Source: an optimization exercise on an open RTL-to-GDS flow (aim: small area and a short achievable clock period). Production flows keep margins and buffers that such runs may drop.
RTL that was checked went through simulation tests only; none was proved equivalent to the original.
No activity file was given, so power comes from the tool's default toggle rates.

Design fp_add, start of the top module:
module fp_add #(
    parameter pDATA_WIDTH = 64,
    parameter pEXP_WIDTH  = 11,
    parameter pFRAC_WIDTH = 52
) (
    input  [(pDATA_WIDTH-1):0] in_A,
    input  [(pDATA_WIDTH-1):0] in_B,
    input                      clk,
    input                      rst_n,
    input                      in_valid,
    output [(pDATA_WIDTH-1):0] result,
    output                     out_valid
);
clock: 12.5 ns
lec_check: 0
abc_area: 1
cap_margin: 20
core_margin: 2
core_utilization: 60
place_density: 0.75
slew_margin: 20
standard.sh (not shown) runs the stock make flow with config.mk's settings and CLKGATE_MAP_FILE= SYNTH_SCRIPT=/design/flow/synth_recipe.tcl, a recipe that flattens the netlist after the stock synthesis.
==> flow/flow/run.sh <==
#!/bin/bash
bash standard.sh ADDER_MAP_FILE= SETUP_SLACK_MARGIN=8.95 \
  "CTS_ARGS=-sink_clustering_enable -repair_clock_nets -sink_clustering_size 16 -sink_clustering_max_diameter 60 -dont_use_dummy_load -buf_list sky130_fd_sc_hd__clkbuf_8 -root_buf sky130_fd_sc_hd__clkbuf_16" \
  POST_GLOBAL_PLACE_TCL=$PWD/flow/post_gpl.tcl "BUFFER_PORTS_ARGS=-buffer_cell sky130_fd_sc_hd__buf_1" finish > standard.log 2>&1
==> flow/flow/post_gpl.tcl <==
# POST_GLOBAL_PLACE hook: every port got a buf_1 buffer (BUFFER_PORTS_ARGS); make the
# output ports' buffers buf_2, which drive the output load faster.
foreach port [get_ports -filter "direction == output"] {
  set net [get_nets [get_full_name $port]]
  foreach pin [get_pins -of_objects $net -filter "direction == output"] {
    set inst [get_cells -of_objects $pin]
    if {[get_property $inst ref_name] eq "sky130_fd_sc_hd__buf_1"} {
      replace_cell $inst sky130_fd_sc_hd__buf_2
    }
  }
}
Rerun with:
--- a/flow/design.v
+++ b/flow/design.v
@@ -107,29 +107,29 @@
     always @(posedge clk or negedge rst_n)
         if (!rst_n) v_n1 <= 1'b0;
         else v_n1 <= v_add;
     reg [10:0] bex_n1;
     always @(posedge clk) bex_n1 <= bex_s2;
     reg sgn_n1;
     always @(posedge clk) sgn_n1 <= sgn_add;
     reg [56:0] sum_n1;
     always @(posedge clk) sum_n1 <= sum_s2;
     wire z5_s3 = ~|sum_n1[56:25];
-    wire [56:0] n1_s3 = z5_s3 ? {sum_n1[24:0], 32'd0} : sum_n1;
+    wire [56:0] n1_s3 = z5_s3 ? {sum_n1[24:2], 34'd0} : sum_n1;
     wire z4_s3 = ~|n1_s3[56:41];
-    wire [56:0] n2_s3 = z4_s3 ? {n1_s3[40:0], 16'd0} : n1_s3;
+    wire [56:0] n2_s3 = z4_s3 ? {n1_s3[40:2], 18'd0} : n1_s3;
     wire [10:0] eh_s3;
     fpa_add #(.N(11)) u_eh_3 (.a(bex_n1), .b({5'b11111, ~z5_s3, ~z4_s3, 4'b1111}), .ci(1'b1), .s(eh_s3));
     wire z3_s4 = ~|n2_s3[56:49];
-    wire [56:0] n3_s4 = z3_s4 ? {n2_s3[48:0], 8'd0} : n2_s3;
+    wire [56:0] n3_s4 = z3_s4 ? {n2_s3[48:2], 10'd0} : n2_s3;
     wire z2_s5 = ~|n3_s4[56:53];
-    wire [56:0] n4_s5 = z2_s5 ? {n3_s4[52:0], 4'd0} : n3_s4;
+    wire [56:0] n4_s5 = z2_s5 ? {n3_s4[52:2], 6'd0} : n3_s4;
     reg v_n4;
     always @(posedge clk or negedge rst_n)
         if (!rst_n) v_n4 <= 1'b0;
         else v_n4 <= v_n1;
     reg [10:0] eh_n4;
     always @(posedge clk) eh_n4 <= eh_s3;
     reg [56:0] n4_n4;
     always @(posedge clk) n4_n4 <= n4_s5;
     reg sgn_n4;
     always @(posedge clk) sgn_n4 <= sgn_n1;
@@ -143,59 +143,30 @@
     wire [56:0] n6_s6 = z0_s6 ? {n5_s6[55:0], 1'd0} : n5_s6;
     wire zero_s6 = ~n6_s6[56];
     wire [10:0] e1_s6;
     fpa_add #(.N(11)) u_e1_6 (.a(eh_n4), .b({7'b1111111, ~z3_n4, ~z2_n4, ~z1_s6, ~z0_s6}), .ci(1'b1), .s(e1_s6));
     wire rup_s6 = n6_s6[3] & (n6_s6[4] | |n6_s6[2:0]);
     wire [51:0] fm_s6 = n6_s6[55:4];
     wire [10:0] fe_s6 = zero_s6 ? 11'd0 : e1_s6;
     wire fs_s6 = sgn_n4 & ~zero_s6;
     wire fr_s6 = rup_s6;
     wire [62:0] mr_s7;
-    fpa_incb #(.N(63), .B(4)) u_inc_7 (.a({fe_s6, fm_s6}), .ci(fr_s6), .s(mr_s7));
+    fpa_inc #(.N(63)) u_inc_7 (.a({fe_s6, fm_s6}), .ci(fr_s6), .s(mr_s7), .co());
     wire [63:0] res_s7 = {fs_s6, mr_s7};
     reg v_o;
     always @(posedge clk or negedge rst_n)
         if (!rst_n) v_o <= 1'b0;
         else v_o <= v_n4;
     reg [63:0] res_o;
     always @(posedge clk) res_o <= res_s7;
     assign result = res_o;
     assign out_valid = v_o;
-endmodule
-module fpa_incb #(parameter N = 8, parameter B = 4) (
-    input  [N-1:0] a,
-    input          ci,
-    output [N-1:0] s
-);
-    localparam NB = (N + B - 1) / B;
-    wire [NB*B-1:0] ax = {{(NB*B-N){1'b0}}, a};
-    wire [NB-1:0] ball;
-    wire [NB-1:0] ps;
-    genvar i, j;
-    generate
-        for (i = 0; i < NB; i = i + 1) begin : bl
-            assign ball[i] = &ax[i*B +: B];
-        end
-    endgenerate
-    fpa_inc #(.N(NB)) u_pre (.a(ball), .ci(ci), .s(ps), .co());
-    wire [NB*B-1:0] sx;
-    generate
-        for (i = 0; i < NB; i = i + 1) begin : bs
-            wire [B:0] c;
-            assign c[0] = ps[i] ^ ball[i];
-            for (j = 0; j < B; j = j + 1) begin : bt
-                assign c[j+1] = c[j] & ax[i*B+j];
-                assign sx[i*B+j] = ax[i*B+j] ^ c[j];
-            end
-        end
-    endgenerate
-    assign s = sx[N-1:0];
 endmodule
 module fpa_add #(parameter N = 8) (
     input  [N-1:0] a,
     input  [N-1:0] b,
     input          ci,
     output [N-1:0] s
 );
     localparam M = N + 1;
     localparam L = (M <= 2) ? 1 : (M <= 4) ? 2 : (M <= 8) ? 3 : (M <= 16) ? 4 : (M <= 32) ? 5 : (M <= 64) ? 6 : 7;
     wire [M-1:0] g0 = {a & b, ci};
=>
- The changed run finished clean
- utilization increases by 0.80 points
- clock power goes down by about 2%
- count of clock-buffer cells in the layout decreases by 2
- clock skew drops by 0.031 ns
- routed wire length is higher by about 10%
- die area goes down by about 0.9%
- register-to-register slack improved by 0.04 ns
- worst hold slack degrades by 0.0042 ns
No run of this note included a check of the RTL's function; only the layout flow was run.

main:
The RTL this note starts from:
==> flow/design.v <==
module fp_add #(
    parameter pDATA_WIDTH = 64,
    parameter pEXP_WIDTH  = 11,
    parameter pFRAC_WIDTH = 52
) (
    input  [(pDATA_WIDTH-1):0] in_A,
    input  [(pDATA_WIDTH-1):0] in_B,
    input                      clk,
    input                      rst_n,
    input                      in_valid,
    output [(pDATA_WIDTH-1):0] result,
    output                     out_valid
);
    wire [10:0] ea_s0 = in_A[62:52];
    wire [10:0] eb_s0 = in_B[62:52];
    wire [6:0] dab_s0;
    wire [6:0] dba_s0;
    wire [5:0] dh_s0;
    fpa_add #(.N(7)) u_dab_0 (.a({1'b0, ea_s0[5:0]}), .b({1'b1, ~eb_s0[5:0]}), .ci(1'b1), .s(dab_s0));
    fpa_add #(.N(7)) u_dba_0 (.a({1'b0, eb_s0[5:0]}), .b({1'b1, ~ea_s0[5:0]}), .ci(1'b1), .s(dba_s0));
    fpa_add #(.N(6)) u_dh_0 (.a({1'b0, ea_s0[10:6]}), .b({1'b1, ~eb_s0[10:6]}), .ci(1'b1), .s(dh_s0));
    wire elt_s0 = dh_s0[5] | (~|dh_s0 & dab_s0[6]);
    reg v_al;
    always @(posedge clk or negedge rst_n)
        if (!rst_n) v_al <= 1'b0;
        else v_al <= in_valid;
    reg [63:0] A_al;
    always @(posedge clk) A_al <= in_A;
    reg [63:0] B_al;
    always @(posedge clk) B_al <= in_B;
    reg [6:0] dab_al;
    always @(posedge clk) dab_al <= dab_s0;
    reg [6:0] dba_al;
    always @(posedge clk) dba_al <= dba_s0;
    reg [5:0] dh_al;
    always @(posedge clk) dh_al <= dh_s0;
    reg elt_al;
    always @(posedge clk) elt_al <= elt_s0;
    wire xa_s1 = &A_al[62:52];
    wire xb_s1 = &B_al[62:52];
    wire mza_s1 = ~|A_al[51:0];
    wire mzb_s1 = ~|B_al[51:0];
    wire nan_s1 = (xa_s1 & ~mza_s1) | (xb_s1 & ~mzb_s1) | (xa_s1 & xb_s1 & (A_al[63] ^ B_al[63]));
    wire spec_s1 = xa_s1 | xb_s1;
    wire isg_s1 = xa_s1 ? A_al[63] : B_al[63];
    wire dh0_s1 = ~|dh_al;
    wire dh1_s1 = (dh_al == 6'd1);
    wire dhm_s1 = (dh_al == 6'h3F);
    wire sat_s1 = (~dh_al[5] & ~dh0_s1 & ~dh1_s1) | (dh1_s1 & ~dab_al[6]) | (dh_al[5] & ~dhm_s1) | (dhm_s1 & ~dba_al[6]);
    wire [5:0] sh_s1 = elt_al ? dba_al[5:0] : dab_al[5:0];
    wire eeq_s1 = dh0_s1 & ~|dab_al[5:0];
    wire ha_s1 = |A_al[62:52];
    wire hb_s1 = |B_al[62:52];
    wire [52:0] bm_s1 = elt_al ? {hb_s1, B_al[51:0]} : {ha_s1, A_al[51:0]};
    wire [52:0] sm_s1 = elt_al ? {ha_s1, A_al[51:0]} : {hb_s1, B_al[51:0]};
    wire [10:0] be_s1 = elt_al ? B_al[62:52] : A_al[62:52];
    wire mlt_s1;
    fpa_lt #(.N(52)) u_mlt_1 (.a(A_al[51:0]), .b(B_al[51:0]), .lt(mlt_s1));
    wire swap_s1 = elt_al | (eeq_s1 & mlt_s1);
    wire swm_s1 = eeq_s1 & mlt_s1;
    wire sgn_s1 = nan_s1 ? 1'b0 : (spec_s1 ? isg_s1 : (swap_s1 ? B_al[63] : A_al[63]));
    wire sub_s1 = A_al[63] ^ B_al[63];
    wire [55:0] r0_s1 = {sm_s1, 3'b000};
    wire [55:0] r1_s1 = sh_s1[0] ? {1'd0, r0_s1[55:1]} : r0_s1;
    wire t1_s1 = sh_s1[0] & r0_s1[0];
    wire [55:0] r2_s1 = sh_s1[1] ? {2'd0, r1_s1[55:2]} : r1_s1;
    wire t2_s1 = sh_s1[1] & |r1_s1[1:0];
    wire [55:0] r3_s1 = sh_s1[2] ? {4'd0, r2_s1[55:4]} : r2_s1;
    wire t3_s1 = sh_s1[2] & |r2_s1[3:0];
    wire s3_s1 = sh_s1[3] | sat_s1;
    wire s4_s1 = sh_s1[4] | sat_s1;
    wire s5_s1 = sh_s1[5] | sat_s1;
    wire [55:0] r4_s1 = s3_s1 ? {8'd0, r3_s1[55:8]} : r3_s1;
    wire t4_s1 = s3_s1 & |r3_s1[7:0];
    wire [55:0] r5_s1 = s4_s1 ? {16'd0, r4_s1[55:16]} : r4_s1;
    wire t5_s1 = s4_s1 & |r4_s1[15:0];
    wire [55:0] r6_s1 = s5_s1 ? {32'd0, r5_s1[55:32]} : r5_s1;
    wire t6_s1 = s5_s1 & |r5_s1[31:0];
    wire [55:0] al_s1 = {r6_s1[55:1], r6_s1[0] | t1_s1 | t2_s1 | t3_s1 | t4_s1 | t5_s1 | t6_s1};
    wire [10:0] be1_s1;
    fpa_inc #(.N(11)) u_be1_1 (.a(be_s1), .ci(1'b1), .s(be1_s1), .co());
    reg v_add;
    always @(posedge clk or negedge rst_n)
        if (!rst_n) v_add <= 1'b0;
        else v_add <= v_al;
    reg [55:0] al_add;
    always @(posedge clk) al_add <= al_s1;
    reg [10:0] be1_add;
    always @(posedge clk) be1_add <= be1_s1;
    reg [52:0] bm_add;
    always @(posedge clk) bm_add <= bm_s1;
    reg nan_add;
    always @(posedge clk) nan_add <= nan_s1;
    reg sgn_add;
    always @(posedge clk) sgn_add <= sgn_s1;
    reg spec_add;
    always @(posedge clk) spec_add <= spec_s1;
    reg sub_add;
    always @(posedge clk) sub_add <= sub_s1;
    reg swm_add;
    always @(posedge clk) swm_add <= swm_s1;
    wire ib_s2 = sub_add & swm_add;
    wire ia_s2 = sub_add & ~swm_add;
    wire [56:0] sum0_s2;
    fpa_add #(.N(57)) u_add_2 (.a({1'b0, bm_add, 3'b000} ^ {57{ib_s2}}), .b({1'b0, al_add} ^ {57{ia_s2}}), .ci(sub_add), .s(sum0_s2));
    wire [56:0] sum_s2 = spec_add ? {1'b1, 51'd0, nan_add, 4'd0} : sum0_s2;
    wire [10:0] bex_s2 = spec_add ? 11'h7FF : be1_add;
    reg v_n1;
    always @(posedge clk or negedge rst_n)
        if (!rst_n) v_n1 <= 1'b0;
        else v_n1 <= v_add;
    reg [10:0] bex_n1;
    always @(posedge clk) bex_n1 <= bex_s2;
    reg sgn_n1;
    always @(posedge clk) sgn_n1 <= sgn_add;
    reg [56:0] sum_n1;
    always @(posedge clk) sum_n1 <= sum_s2;
    wire z5_s3 = ~|sum_n1[56:25];
    wire [56:0] n1_s3 = z5_s3 ? {sum_n1[24:0], 32'd0} : sum_n1;
    wire z4_s3 = ~|n1_s3[56:41];
    wire [56:0] n2_s3 = z4_s3 ? {n1_s3[40:0], 16'd0} : n1_s3;
    wire [10:0] eh_s3;
    fpa_add #(.N(11)) u_eh_3 (.a(bex_n1), .b({5'b11111, ~z5_s3, ~z4_s3, 4'b1111}), .ci(1'b1), .s(eh_s3));
    wire z3_s4 = ~|n2_s3[56:49];
    wire [56:0] n3_s4 = z3_s4 ? {n2_s3[48:0], 8'd0} : n2_s3;
    wire z2_s5 = ~|n3_s4[56:53];
    wire [56:0] n4_s5 = z2_s5 ? {n3_s4[52:0], 4'd0} : n3_s4;
    reg v_n4;
    always @(posedge clk or negedge rst_n)
        if (!rst_n) v_n4 <= 1'b0;
        else v_n4 <= v_n1;
    reg [10:0] eh_n4;
    always @(posedge clk) eh_n4 <= eh_s3;
    reg [56:0] n4_n4;
    always @(posedge clk) n4_n4 <= n4_s5;
    reg sgn_n4;
    always @(posedge clk) sgn_n4 <= sgn_n1;
    reg z2_n4;
    always @(posedge clk) z2_n4 <= z2_s5;
    reg z3_n4;
    always @(posedge clk) z3_n4 <= z3_s4;
    wire z1_s6 = ~|n4_n4[56:55];
    wire [56:0] n5_s6 = z1_s6 ? {n4_n4[54:0], 2'd0} : n4_n4;
    wire z0_s6 = ~n5_s6[56];
    wire [56:0] n6_s6 = z0_s6 ? {n5_s6[55:0], 1'd0} : n5_s6;
    wire zero_s6 = ~n6_s6[56];
    wire [10:0] e1_s6;
    fpa_add #(.N(11)) u_e1_6 (.a(eh_n4), .b({7'b1111111, ~z3_n4, ~z2_n4, ~z1_s6, ~z0_s6}), .ci(1'b1), .s(e1_s6));
    wire rup_s6 = n6_s6[3] & (n6_s6[4] | |n6_s6[2:0]);
    wire [51:0] fm_s6 = n6_s6[55:4];
    wire [10:0] fe_s6 = zero_s6 ? 11'd0 : e1_s6;
    wire fs_s6 = sgn_n4 & ~zero_s6;
    wire fr_s6 = rup_s6;
    wire [62:0] mr_s7;
    fpa_inc #(.N(63)) u_inc_7 (.a({fe_s6, fm_s6}), .ci(fr_s6), .s(mr_s7), .co());
    wire [63:0] res_s7 = {fs_s6, mr_s7};
    reg v_o;
    always @(posedge clk or negedge rst_n)
        if (!rst_n) v_o <= 1'b0;
        else v_o <= v_n4;
    reg [63:0] res_o;
    always @(posedge clk) res_o <= res_s7;
    assign result = res_o;
    assign out_valid = v_o;
endmodule
module fpa_add #(parameter N = 8) (
    input  [N-1:0] a,
    input  [N-1:0] b,
    input          ci,
    output [N-1:0] s
);
    localparam M = N + 1;
    localparam L = (M <= 2) ? 1 : (M <= 4) ? 2 : (M <= 8) ? 3 : (M <= 16) ? 4 : (M <= 32) ? 5 : (M <= 64) ? 6 : 7;
    wire [M-1:0] g0 = {a & b, ci};
    wire [M-1:0] p0 = {a ^ b, 1'b0};
    wire [(L+1)*M-1:0] G, P;
    assign G[M-1:0] = g0;
    assign P[M-1:0] = p0;
    genvar l, i;
    generate
        for (l = 0; l < L; l = l + 1) begin : lv
            for (i = 0; i < M; i = i + 1) begin : bt
                if ((i >> l) & 1) begin : c
                    assign G[(l+1)*M+i] = G[l*M+i] | (P[l*M+i] & G[l*M+((i>>l)<<l)-1]);
                    assign P[(l+1)*M+i] = P[l*M+i] & P[l*M+((i>>l)<<l)-1];
                end else begin : w
                    assign G[(l+1)*M+i] = G[l*M+i];
                    assign P[(l+1)*M+i] = P[l*M+i];
                end
            end
        end
    endgenerate
    assign s = p0[M-1:1] ^ G[L*M +: N];
endmodule
module fpa_inc #(parameter N = 8) (
    input  [N-1:0] a,
    input          ci,
    output [N-1:0] s,
    output         co
);
    localparam M = N + 1;
    localparam L = (M <= 2) ? 1 : (M <= 4) ? 2 : (M <= 8) ? 3 : (M <= 16) ? 4 : (M <= 32) ? 5 : (M <= 64) ? 6 : 7;
    wire [(L+1)*M-1:0] P;
    assign P[M-1:0] = {a, ci};
    genvar l, i;
    generate
        for (l = 0; l < L; l = l + 1) begin : lv
            for (i = 0; i < M; i = i + 1) begin : bt
                if ((i >> l) & 1) begin : c
                    assign P[(l+1)*M+i] = P[l*M+i] & P[l*M+((i>>l)<<l)-1];
                end else begin : w
                    assign P[(l+1)*M+i] = P[l*M+i];
                end
            end
        end
    endgenerate
    assign s = a ^ P[L*M +: N];
    assign co = P[L*M+N];
endmodule
module fpa_lt #(parameter N = 8) (
    input  [N-1:0] a,
    input  [N-1:0] b,
    output         lt
);
    localparam L = (N <= 2) ? 1 : (N <= 4) ? 2 : (N <= 8) ? 3 : (N <= 16) ? 4 : (N <= 32) ? 5 : (N <= 64) ? 6 : 7;
    localparam W = 1 << L;
    wire [W-1:0] g0 = {{(W-N){1'b0}}, ~a & b};
    wire [W-1:0] e0 = {{(W-N){1'b1}}, ~(a ^ b)};
    wire [2*W-1:0] G, E;
    assign G[W +: W] = g0;
    assign E[W +: W] = e0;
    genvar i;
    generate
        for (i = 1; i < W; i = i + 1) begin : nd
            assign G[i] = G[2*i+1] | (E[2*i+1] & G[2*i]);
            assign E[i] = E[2*i+1] & E[2*i];
        end
    endgenerate
    assign lt = G[1];
endmodule
Settings: LEC_CHECK=0, ABC_AREA=1, CAP_MARGIN=20, CORE_MARGIN=2, CORE_UTILIZATION=50, SLEW_MARGIN=20; clock period 12.5 ns.
==> flow/flow/run.sh <==
#!/bin/bash
bash standard.sh ADDER_MAP_FILE= SETUP_SLACK_MARGIN=8.95 \
  "CTS_ARGS=-sink_clustering_enable -repair_clock_nets -sink_clustering_size 24 -sink_clustering_max_diameter 80 -dont_use_dummy_load" \
  "BUFFER_PORTS_ARGS=-buffer_cell sky130_fd_sc_hd__buf_2" finish > standard.log 2>&1
Setup changes, main to the feature branch
-- flow/design.v --
<<< main, line 16
    wire [6:0] dab_s0;
    wire [6:0] dba_s0;
    wire [5:0] dh_s0;
    fpa_add #(.N(7)) u_dab_0 (.a({1'b0, ea_s0[5:0]}), .b({1'b1, ~eb_s0[5:0]}), .ci(1'b1), .s(dab_s0));
    fpa_add #(.N(7)) u_dba_0 (.a({1'b0, eb_s0[5:0]}), .b({1'b1, ~ea_s0[5:0]}), .ci(1'b1), .s(dba_s0));
    fpa_add #(.N(6)) u_dh_0 (.a({1'b0, ea_s0[10:6]}), .b({1'b1, ~eb_s0[10:6]}), .ci(1'b1), .s(dh_s0));
    wire elt_s0 = dh_s0[5] | (~|dh_s0 & dab_s0[6]);
    reg v_al;
    always @(posedge clk or negedge rst_n)
>>> the feature branch, line 16
    wire [6:0] dab_s0;
    wire [6:0] dba_s0;
    fpa_add #(.N(7)) u_dab_0 (.a({1'b0, ea_s0[5:0]}), .b({1'b1, ~eb_s0[5:0]}), .ci(1'b1), .s(dab_s0));
    fpa_add #(.N(7)) u_dba_0 (.a({1'b0, eb_s0[5:0]}), .b({1'b1, ~ea_s0[5:0]}), .ci(1'b1), .s(dba_s0));
    wire elt_s0;
    fpa_lt #(.N(11)) u_elt_0 (.a(ea_s0), .b(eb_s0), .lt(elt_s0));
    reg v_al;
    always @(posedge clk or negedge rst_n)
<<< main, line 33
    reg [6:0] dba_al;
    always @(posedge clk) dba_al <= dba_s0;
    reg [5:0] dh_al;
    always @(posedge clk) dh_al <= dh_s0;
    reg elt_al;
    always @(posedge clk) elt_al <= elt_s0;
>>> the feature branch, line 32
    reg [6:0] dba_al;
    always @(posedge clk) dba_al <= dba_s0;
    reg elt_al;
    always @(posedge clk) elt_al <= elt_s0;
<<< main, line 44
    wire spec_s1 = xa_s1 | xb_s1;
    wire isg_s1 = xa_s1 ? A_al[63] : B_al[63];
    wire dh0_s1 = ~|dh_al;
    wire dh1_s1 = (dh_al == 6'd1);
    wire dhm_s1 = (dh_al == 6'h3F);
    wire sat_s1 = (~dh_al[5] & ~dh0_s1 & ~dh1_s1) | (dh1_s1 & ~dab_al[6]) | (dh_al[5] & ~dhm_s1) | (dhm_s1 & ~dba_al[6]);
    wire [5:0] sh_s1 = elt_al ? dba_al[5:0] : dab_al[5:0];
    wire eeq_s1 = dh0_s1 & ~|dab_al[5:0];
    wire ha_s1 = |A_al[62:52];
    wire hb_s1 = |B_al[62:52];
>>> the feature branch, line 41
    wire spec_s1 = xa_s1 | xb_s1;
    wire isg_s1 = xa_s1 ? A_al[63] : B_al[63];
    wire [5:0] sh_s1 = elt_al ? dba_al[5:0] : dab_al[5:0];
    wire [5:0] hab_s1;
    wire [5:0] hba_s1;
    fpa_add #(.N(6)) u_hab_1 (.a({1'b0, A_al[62:58]}), .b({1'b1, ~B_al[62:58]}), .ci(~dab_al[6]), .s(hab_s1));
    fpa_add #(.N(6)) u_hba_1 (.a({1'b0, B_al[62:58]}), .b({1'b1, ~A_al[62:58]}), .ci(~dba_al[6]), .s(hba_s1));
    wire sat_s1 = (~hab_s1[5] & |hab_s1[4:0]) | (~hba_s1[5] & |hba_s1[4:0]);
    wire eeq_s1 = (A_al[62:52] == B_al[62:52]);
    wire ha_s1 = |A_al[62:52];
    wire hb_s1 = |B_al[62:52];
### Flow results
- In summary, the feature branch completed successfully, with a layout that passed the timing, design-rule and antenna checks.
- In the feature branch, length of routed met2 wiring is higher than in main.
- The feature branch ended up with a lower final clock period utilization by the worst path than main did.
- Number of violations reported at the end of detailed-routing iteration 0 (the feature branch vs. main) increases by a few percent
- Across both runs, clock power was lower for the feature branch than for main.
- Per the comparison of the feature branch with main, flip-flop and latch count went down by about 1.2%; total placed cells including tap cells went up by 165.
- Power consumption is higher on the feature branch
- Delta (the feature branch minus main): number of synthesized register bits -6; XOR/XNOR share of the synthesized area went down.
- The feature branch vs main: number of clock-tree buffers in the layout down in the feature branch
- main → the feature branch: combinational fraction of design power rose 4.3 points, cell area rose 2.0%, fraction of final layout cells sized beyond drive strength 1 fell 1.4 points, clock network area share about even.
Only the layout flow was run in the feature branch; the RTL was not checked for function there.

[re-timing with driven ports]
No port has a modelled driver above. Below, the same layouts with a new extraction and two added sets of constraints. Step 1, drivers: a clkbuf_16 drives clk and a buf_2 each remaining input, both assumed. Step 2 moves the port delays by t, midway between the first and last clock arrival at a register: inputs arrive t later, outputs are due t later. That takes back most of the time a late clock gives input paths. Slacks: ideal ports / drivers / drivers and shift; pairs: ideal ports / drivers.
| run | t, ns | setup WS [ns] | clock arrival spread, ns | pins driven straight from the clock port |
|---|---|---|---|---|
| the first run of note 1 | 0.599 | 8.936 / 8.876 / 8.511 | 0.079 / 0.078 | 1 |
| the second run of note 1 | 0.591 | 8.962 / 8.903 / 8.466 | 0.047 / 0.047 | 1 |
| main | 0.648 | 8.878 / 8.816 / 8.428 | 0.088 / 0.088 | 1 |
| the feature branch | 0.649 | 8.932 / 8.869 / 8.495 | 0.048 / 0.047 | 1 |
After both steps every run listed still meets setup and hold. For the second run of note 1, which loses most, drivers alone change the setup slack by -0.059 ns; drivers and shift together by -0.496 ns.
